This design comes from an exercise in tuning for a short achievable clock period and few clock cycles on the open sky130 flow, not from production work. Function was checked by simulation only, so behaviour that the tests miss may differ from the original.

==> module e203_muldiv_top, before the edit <==
module e203_muldiv_top (
  input         clk,
  input         rst_n,
  input         i_valid,
  output        i_ready,
  input  [2:0]  i_op,      
  input  [31:0] i_rs1,
  input  [31:0] i_rs2,
  output        o_valid,
  input         o_ready,
  output [31:0] o_wdat
);
  localparam DG   = 3;                     
  localparam WB   = 2 * DG;                
  localparam LB   = 2;                     
  localparam NWIN = (32 - LB + WB - 1) / WB;   
  localparam DW   = LB + NWIN * WB;        
  wire is_div = i_op[2];
  wire is_rem = i_op[1];
  wire mul_sa = (i_op[1:0] != 2'b11);
  wire mul_sb = ~i_op[1];
  wire [65:0] prod;
  booth_mul33 u_mul (
    .x ({mul_sa & i_rs1[31], i_rs1}),
    .y ({mul_sb & i_rs2[31], i_rs2}),
    .p (prod)
  );
  wire div_s  = ~i_op[0];
  wire sa     = div_s & i_rs1[31];
  wire sb     = div_s & i_rs2[31];
  wire sq     = sa ^ sb;
  wire b_zero = (i_rs2 == 32'd0);
  wire        f_big;
  wire [31:0] f_q;
  wire [31:0] f_r;
  div_fast u_fast (
    .a   (i_rs1),
    .b   (i_rs2),
    .sgn (div_s),
    .big (f_big),
    .q   (f_q),
    .r   (f_r)
  );
  wire fast_ok = b_zero | ~f_big;
  wire [31:0] am = sa ? (32'd0 - i_rs1) : i_rs1;
  wire [31:0] bm = sb ? (32'd0 - i_rs2) : i_rs2;
  reg  [NWIN-1:0] win_need;
  reg  [2:0]      start_w;
  reg  [31:0]     start_p;
  reg  [DW-1:0]   start_d;
  integer w;
  always @* begin
    win_need = {NWIN{1'b0}};
    for (w = 1; w < NWIN; w = w + 1)
      win_need[w] = ((am >> (LB + WB * w)) >= bm);
    start_w = 3'd0;
    for (w = 1; w < NWIN; w = w + 1)
      if (win_need[w]) start_w = w;
    start_p = 32'd0;
    start_d = {DW{1'b0}};
    for (w = 0; w < NWIN; w = w + 1)
      if (start_w == w) begin
        start_p = ({{DW{1'b0}}, am} >> (LB + WB * (w + 1)));
        start_d = ({{DW{1'b0}}, am} << (DW - LB - WB * (w + 1)));
      end
  end
  reg           busy;
  reg [2:0]     s_w;
  reg [31:0]    s_p;     
  reg [DW-1:0]  s_d;     
  reg [31:0]    s_q;     
  reg [31:0]    s_b1;    
  reg [33:0]    s_b3;    
  wire [31:0]   n_p;
  wire [DW-1:0] n_d;
  wire [31:0]   n_q;
  div_slow_step #(.DG(DG), .DW(DW)) u_step (
    .p   (s_p),
    .d   (s_d),
    .q   (s_q),
    .b1  (s_b1),
    .b3  (s_b3),
    .n_p (n_p),
    .n_d (n_d),
    .n_q (n_q)
  );
  reg  done;
  wire last = (s_w == 3'd0);
  wire [31:0]   l_p;
  wire [DW-1:0] l_d;
  wire [31:0]   l_q;
  div_slow_step #(.DG(LB / 2), .DW(DW)) u_last (
    .p   (s_p),
    .d   (s_d),
    .q   (s_q),
    .b1  (s_b1),
    .b3  (s_b3),
    .n_p (l_p),
    .n_d (l_d),
    .n_q (l_q)
  );
  wire [31:0] sres = is_rem ? (sa ? (32'd0 - l_p) : l_p)
                            : (sq ? (32'd0 - l_q) : l_q);
  always @(posedge clk or negedge rst_n) begin
    if (!rst_n) begin
      busy <= 1'b0;
      done <= 1'b0;
    end else if (~i_valid) begin
      busy <= 1'b0;
      done <= 1'b0;
    end else if (~busy) begin
      busy <= is_div & ~fast_ok;
      done <= 1'b0;
    end else if (~done) begin
      done <= last;
    end else if (o_ready) begin
      busy <= 1'b0;
      done <= 1'b0;
    end
  end
  always @(posedge clk) begin
    if (~busy) begin
      s_w  <= start_w;
      s_p  <= start_p;
      s_d  <= start_d;
      s_q  <= 32'd0;
      s_b1 <= bm;
      s_b3 <= {2'b00, bm} + {1'b0, bm, 1'b0};
    end else if (~done) begin
      s_w  <= s_w - 3'd1;
      s_p  <= n_p;
      s_d  <= n_d;
      s_q  <= n_q;
    end
  end
  out_sel u_out (
    .busy    (busy),
    .done    (done),
    .i_valid (i_valid),
    .o_ready (o_ready),
    .i_op    (i_op),
    .b_zero  (b_zero),
    .f_big   (f_big),
    .sres    (sres),
    .prod    (prod[63:0]),
    .f_q     (f_q),
    .f_r     (f_r),
    .a       (i_rs1),
    .o_valid (o_valid),
    .i_ready (i_ready),
    .o_wdat  (o_wdat)
  );
endmodule
Settings: LEC_CHECK=0, CAP_MARGIN=20, CORE_MARGIN=2, CORE_UTILIZATION=40, PLACE_DENSITY=0.6, SETUP_SLACK_MARGIN=3, SLEW_MARGIN=20, SYNTH_HIERARCHICAL=1, SYNTH_MINIMUM_KEEP_SIZE=0; clock period 12.0 ns.
run.sh (not shown) runs the stock make flow with config.mk's settings and CLKGATE_MAP_FILE= SYNTH_SCRIPT=/design/flow/synth_recipe.tcl, a recipe that flattens the netlist after the stock synthesis.
Testbench counts at the start, summed over its fixed seeds: cycles 3,663.
==> next run, changes <==
--- a/flow/design.v
+++ b/flow/design.v
@@ -2579,9 +2579,8 @@
 );
   localparam DG   = 3;                     
   localparam WB   = 2 * DG;                
-  localparam LB   = 2;                     
-  localparam NWIN = (32 - LB + WB - 1) / WB;   
-  localparam DW   = LB + NWIN * WB;        
+  localparam NWIN = (32 + WB - 1) / WB;    
+  localparam DW   = NWIN * WB;             
   wire is_div = i_op[2];
   wire is_rem = i_op[1];
   wire mul_sa = (i_op[1:0] != 2'b11);
@@ -2619,7 +2618,7 @@
   always @* begin
     win_need = {NWIN{1'b0}};
     for (w = 1; w < NWIN; w = w + 1)
-      win_need[w] = ((am >> (LB + WB * w)) >= bm);
+      win_need[w] = ((am >> (WB * w)) >= bm);
     start_w = 3'd0;
     for (w = 1; w < NWIN; w = w + 1)
       if (win_need[w]) start_w = w;
@@ -2627,8 +2626,8 @@
     start_d = {DW{1'b0}};
     for (w = 0; w < NWIN; w = w + 1)
       if (start_w == w) begin
-        start_p = ({{DW{1'b0}}, am} >> (LB + WB * (w + 1)));
-        start_d = ({{DW{1'b0}}, am} << (DW - LB - WB * (w + 1)));
+        start_p = ({{DW{1'b0}}, am} >> (WB * (w + 1)));
+        start_d = ({{DW{1'b0}}, am} << (DW - WB * (w + 1)));
       end
   end
   reg           busy;
@@ -2653,21 +2652,8 @@
   );
   reg  done;
   wire last = (s_w == 3'd0);
-  wire [31:0]   l_p;
-  wire [DW-1:0] l_d;
-  wire [31:0]   l_q;
-  div_slow_step #(.DG(LB / 2), .DW(DW)) u_last (
-    .p   (s_p),
-    .d   (s_d),
-    .q   (s_q),
-    .b1  (s_b1),
-    .b3  (s_b3),
-    .n_p (l_p),
-    .n_d (l_d),
-    .n_q (l_q)
-  );
-  wire [31:0] sres = is_rem ? (sa ? (32'd0 - l_p) : l_p)
-                            : (sq ? (32'd0 - l_q) : l_q);
+  wire [31:0] sres = is_rem ? (sa ? (32'd0 - s_p) : s_p)
+                            : (sq ? (32'd0 - s_q) : s_q);
   always @(posedge clk or negedge rst_n) begin
     if (!rst_n) begin
       busy <= 1'b0;
=> Cell count decreases by 2.1%; routed wire length came out higher by 7.2%; design area grows by 0.86%; worst setup slack improved by 0.12 ns; hold slack gains 0.0044 ns; global-route usage is higher by 4.8 points.
Testbench counts after the change, summed over its fixed seeds: cycles 3,691.

## port drivers added, routing unchanged
In the flow no input, the clock included, has a driving cell. The finished layouts below were timed again as built, in two steps.
Step 1 (the two cells are an assumption about what drives the block):
set clk [get_ports {clk}]
set_driving_cell -lib_cell sky130_fd_sc_hd__clkbuf_16 $clk
set_driving_cell -lib_cell sky130_fd_sc_hd__buf_2 [delete_from_list [all_inputs] $clk]
Step 2 times the ports against the registers' clock, not the clock port: input delays grow and output delays shrink by t, the midpoint of the rising clock arrivals with the driver on.
Three values: ideal ports, drivers, drivers and shift; two values: the first two.
| run | t (ns) | slack for setup (ns) | hold WS [ns] | slew at the worst register clock pin (ns) | worst data-port slew with drivers (ns) |
|---|---|---|---|---|---|
| the first run | 0.501 | 0.297 / 0.254 / 0.254 | 0.529 / 0.529 / 0.529 | 0.08 / 0.08 | 0.26 |
| the second run | 0.561 | 0.419 / 0.336 / 0.336 | 0.533 / 0.533 / 0.533 | 0.08 / 0.08 | 0.22 |
After both steps every run listed still meets setup and hold. The setup slack of the second run, which loses most, moves by -0.083 ns with the drivers and by -0.083 ns with both steps.
